What follows belongs to an exercise in optimizing a design on an open flow for small area; a production flow would make more cautious choices.
The clock port is modelled as an ideal driver, which makes a skipped or thinned clock tree look cheaper than it is; a real chip needs a root buffer or a tree.
Power and IR drop assume default switching activity.

==> module pwcheck, before the edit <==
module pwcheck(
    input clk, rst, exit, enter, full,
    input BTNL, BTNR, BTNU, BTND, BTNC,
    output wire we, v, leave, pwstart, pwdone, pw_correct
    );
    reg x, err, h;
    reg [1:0] k;
    wire e = BTNL | BTNR | BTNU | BTND | BTNC;
    wire nl = ~BTNL, nr = nl & ~BTNR, nu = nr & ~BTNU;
    reg match;
    always @(*) begin
        case (k)
            2'd0: match = BTNL;
            2'd1: match = nl & BTNR;
            2'd2: match = nr & BTNU;
            default: match = nu & ~BTND & BTNC;
        endcase
    end
    wire last = h & (k == 2'd3);
    wire idle = err & ~h & (k == 2'd0);
    assign we = x & ~err;
    assign v = h;
    assign leave = x & ~err & ~h;
    assign pwstart = rst & ~x;
    assign pwdone = pwstart & last;
    assign pw_correct = pwdone & ~err;
    always @(posedge clk) begin
        if (!rst) begin
            x <= 1'b1; err <= 1'b1; h <= 1'b0; k <= 2'd0;
        end else if (x) begin
            x <= ~(err & ~exit & enter & ~full);
            err <= ~(err & exit);
            h <= 1'b0;
            k <= 2'd0;
        end else if (last) begin
            x <= 1'b1;
            h <= ~err;
            k <= 2'd0;
        end else begin
            h <= e & (h | ~idle);
            if (h & ~e) k <= k + 2'd1;
            if (idle) err <= ~e;
            else if (~h) err <= err | (e & ~match);
        end
    end
endmodule
==> flow/config.mk <==
export PLATFORM = sky130hd
export DESIGN_NAME = top
export DESIGN_NICKNAME = top
export VERILOG_FILES = /design/flow/design.v
export SDC_FILE = /design/flow/constraint.sdc
export NUM_CORES = 4
export LEC_CHECK = 0
export CAP_MARGIN = 20
export CORE_MARGIN = 2
export CORE_UTILIZATION = 40
export SLEW_MARGIN = 20
==> flow/constraint.sdc <==
create_clock -name core_clock -period 10.0 [get_ports {clk}]
set_input_delay 2.0000 -clock core_clock [delete_from_list [all_inputs] [get_ports {clk}]]
set_output_delay 2.0000 -clock core_clock [all_outputs]
set_load 0.01 [all_outputs]
standard.sh (not shown) runs the stock make flow with config.mk's settings and CLKGATE_MAP_FILE= SYNTH_SCRIPT=/design/flow/synth_recipe.tcl, a recipe that flattens the netlist after the stock synthesis.
==> flow/flow/run.sh <==
#!/bin/bash
# The standard layout (standard.sh) with:
#  - synthesis: the standard script, but the logic is mapped by the smallest
#    of several area-oriented ABC scripts (synth.tcl), and no half-adder cells
#  - port buffers: buf_1 instead of the default
#  - one tie cell drives all the constant outputs
#  - clock: the clock port drives a few clock buffers, each driving a group
#    of registers (cts.tcl)
set -euo pipefail
F=$PWD/flow
export ABC_SCRIPTS="$(ls $F/abc_*.script | tr '\n' ' ')"
export CLOCK_BUF_CELL=${CLOCK_BUF_CELL:-sky130_fd_sc_hd__clkbuf_8}
export CLOCK_GROUPS=${CLOCK_GROUPS:-4}
export CLOCK_ROOT_CELL=${CLOCK_ROOT_CELL:-}
bash standard.sh \
  "SYNTH_SCRIPT=$F/synth.tcl" \
  "ADDER_MAP_FILE=" \
  "BUFFER_PORTS_ARGS=-buffer_cell sky130_fd_sc_hd__buf_1" \
  "PRE_CTS_TCL=$F/cts.tcl" \
  "SKIP_REPAIR_TIE_FANOUT=1" \
  finish > standard.log 2>&1
Other scripts of this flow, unchanged in this note and not shown: flow/flow/abc_a3.script, flow/flow/abc_b7.script, flow/flow/abc_b8.script, flow/flow/abc_c2.script, flow/flow/abc_c3.script, flow/flow/abc_c5.script, flow/flow/abc_c6.script, flow/flow/abc_c8.script, flow/flow/abc_d1.script, flow/flow/abc_d2.script, flow/flow/abc_d3.script, flow/flow/abc_d4.script, flow/flow/abc_d5.script, flow/flow/abc_d6.script, flow/flow/abc_d7.script, flow/flow/abc_d8.script, flow/flow/abc_d9.script, flow/flow/abc_e1.script, flow/flow/abc_e2.script, flow/flow/abc_e3.script, flow/flow/cts.tcl, flow/flow/synth.tcl
Edit:
--- a/flow/design.v
+++ b/flow/design.v
@@ -69,46 +69,55 @@
     input BTNL, BTNR, BTNU, BTND, BTNC,
     output wire we, v, leave, pwstart, pwdone, pw_correct
     );
-    reg x, err, h;
-    reg [1:0] k;
+    localparam [4:0] POL = 5'b10100;
+    localparam [1:0] K0 = 2'd0, K1 = 2'd1, K2 = 2'd3, K3 = 2'd2;
+    reg [4:0] st;
+    wire [4:0] cur = st ^ POL;
+    wire x = cur[4], err = cur[3], h = cur[2];
+    wire [1:0] k = cur[1:0];
+    reg nx, nerr, nh; reg [1:0] nk;
     wire e = BTNL | BTNR | BTNU | BTND | BTNC;
     wire nl = ~BTNL, nr = nl & ~BTNR, nu = nr & ~BTNU;
     reg match;
     always @(*) begin
         case (k)
-            2'd0: match = BTNL;
-            2'd1: match = nl & BTNR;
-            2'd2: match = nr & BTNU;
+            K0: match = BTNL;
+            K1: match = nl & BTNR;
+            K2: match = nr & BTNU;
             default: match = nu & ~BTND & BTNC;
         endcase
     end
-    wire last = h & (k == 2'd3);
-    wire idle = err & ~h & (k == 2'd0);
+    wire last = h & (k == K3);
+    wire idle = err & ~h & (k == K0);
+    reg [1:0] kinc;
+    always @(*) case (k) K0: kinc = K1; K1: kinc = K2; K2: kinc = K3; default: kinc = K0; endcase
     assign we = x & ~err;
     assign v = h;
     assign leave = x & ~err & ~h;
     assign pwstart = rst & ~x;
     assign pwdone = pwstart & last;
     assign pw_correct = pwdone & ~err;
-    always @(posedge clk) begin
+    always @(*) begin
+        nx = x; nerr = err; nh = h; nk = k;
         if (!rst) begin
-            x <= 1'b1; err <= 1'b1; h <= 1'b0; k <= 2'd0;
+            nx = 1'b1; nerr = 1'b1; nh = 1'b0; nk = K0;
         end else if (x) begin
-            x <= ~(err & ~exit & enter & ~full);
-            err <= ~(err & exit);
-            h <= 1'b0;
-            k <= 2'd0;
+            nx = ~(err & ~exit & enter & ~full);
+            nerr = ~(err & exit);
+            nh = 1'b0;
+            nk = K0;
         end else if (last) begin
-            x <= 1'b1;
-            h <= ~err;
-            k <= 2'd0;
+            nx = 1'b1;
+            nh = ~err;
+            nk = K0;
         end else begin
-            h <= e & (h | ~idle);
-            if (h & ~e) k <= k + 2'd1;
-            if (idle) err <= ~e;
-            else if (~h) err <= err | (e & ~match);
+            nh = e & (h | ~idle);
+            if (h & ~e) nk = kinc;
+            if (idle) nerr = ~e;
+            else if (~h) nerr = err | (e & ~match);
         end
     end
+    always @(posedge clk) st <= {nx, nerr, nh, nk} ^ POL;
 endmodule
 module sevensegment(
     input clk, rst,
- utilization barely changes
- power climbs by 0.50%
- cell count drops by about 0.64%
- wire length drops by about 3%
- design area stays flat
- global-route usage stays flat
- sequential cell count is unchanged
- fmax drops by about 1.6%
- critical path depth does not change
No functional check of the RTL was part of any run of this note. No run of this note takes its clock network from TritonCTS; it comes from the design's own scripts or RTL.

[static timing again, ports no longer ideal]
The flow's constraints put no driver on any port. The routed layouts listed below were extracted and timed again, unchanged, in two steps. Step 1: set_driving_cell puts a clkbuf_16 on clk and a buf_2 on each other input, an assumption about the parent block. Step 2 moves the port delays by t, midway between the first and last clock arrival at a register: inputs arrive t later, outputs are due t later. That takes back most of the time a late clock gives input paths. Three values: ideal ports, drivers, drivers and shift; two values: the first two.
| run | t, ns | setup slack, ns | worst setup path after step 2 | latest minus earliest clock arrival (ns) | worst slew at a driven data input, ns |
|---|---|---|---|---|---|
| the first run | 0.214 | 4.810 / 4.785 / 4.785 | input to output | 0.010 / 0.010 | 0.03 |
| the second run | 0.214 | 4.728 / 4.705 / 4.705 | input to output | 0.013 / 0.013 | 0.03 |
After both steps setup and hold are still met in every run listed. The setup slack of the first run, which loses most, moves by -0.025 ns with the drivers and by -0.025 ns with both steps.
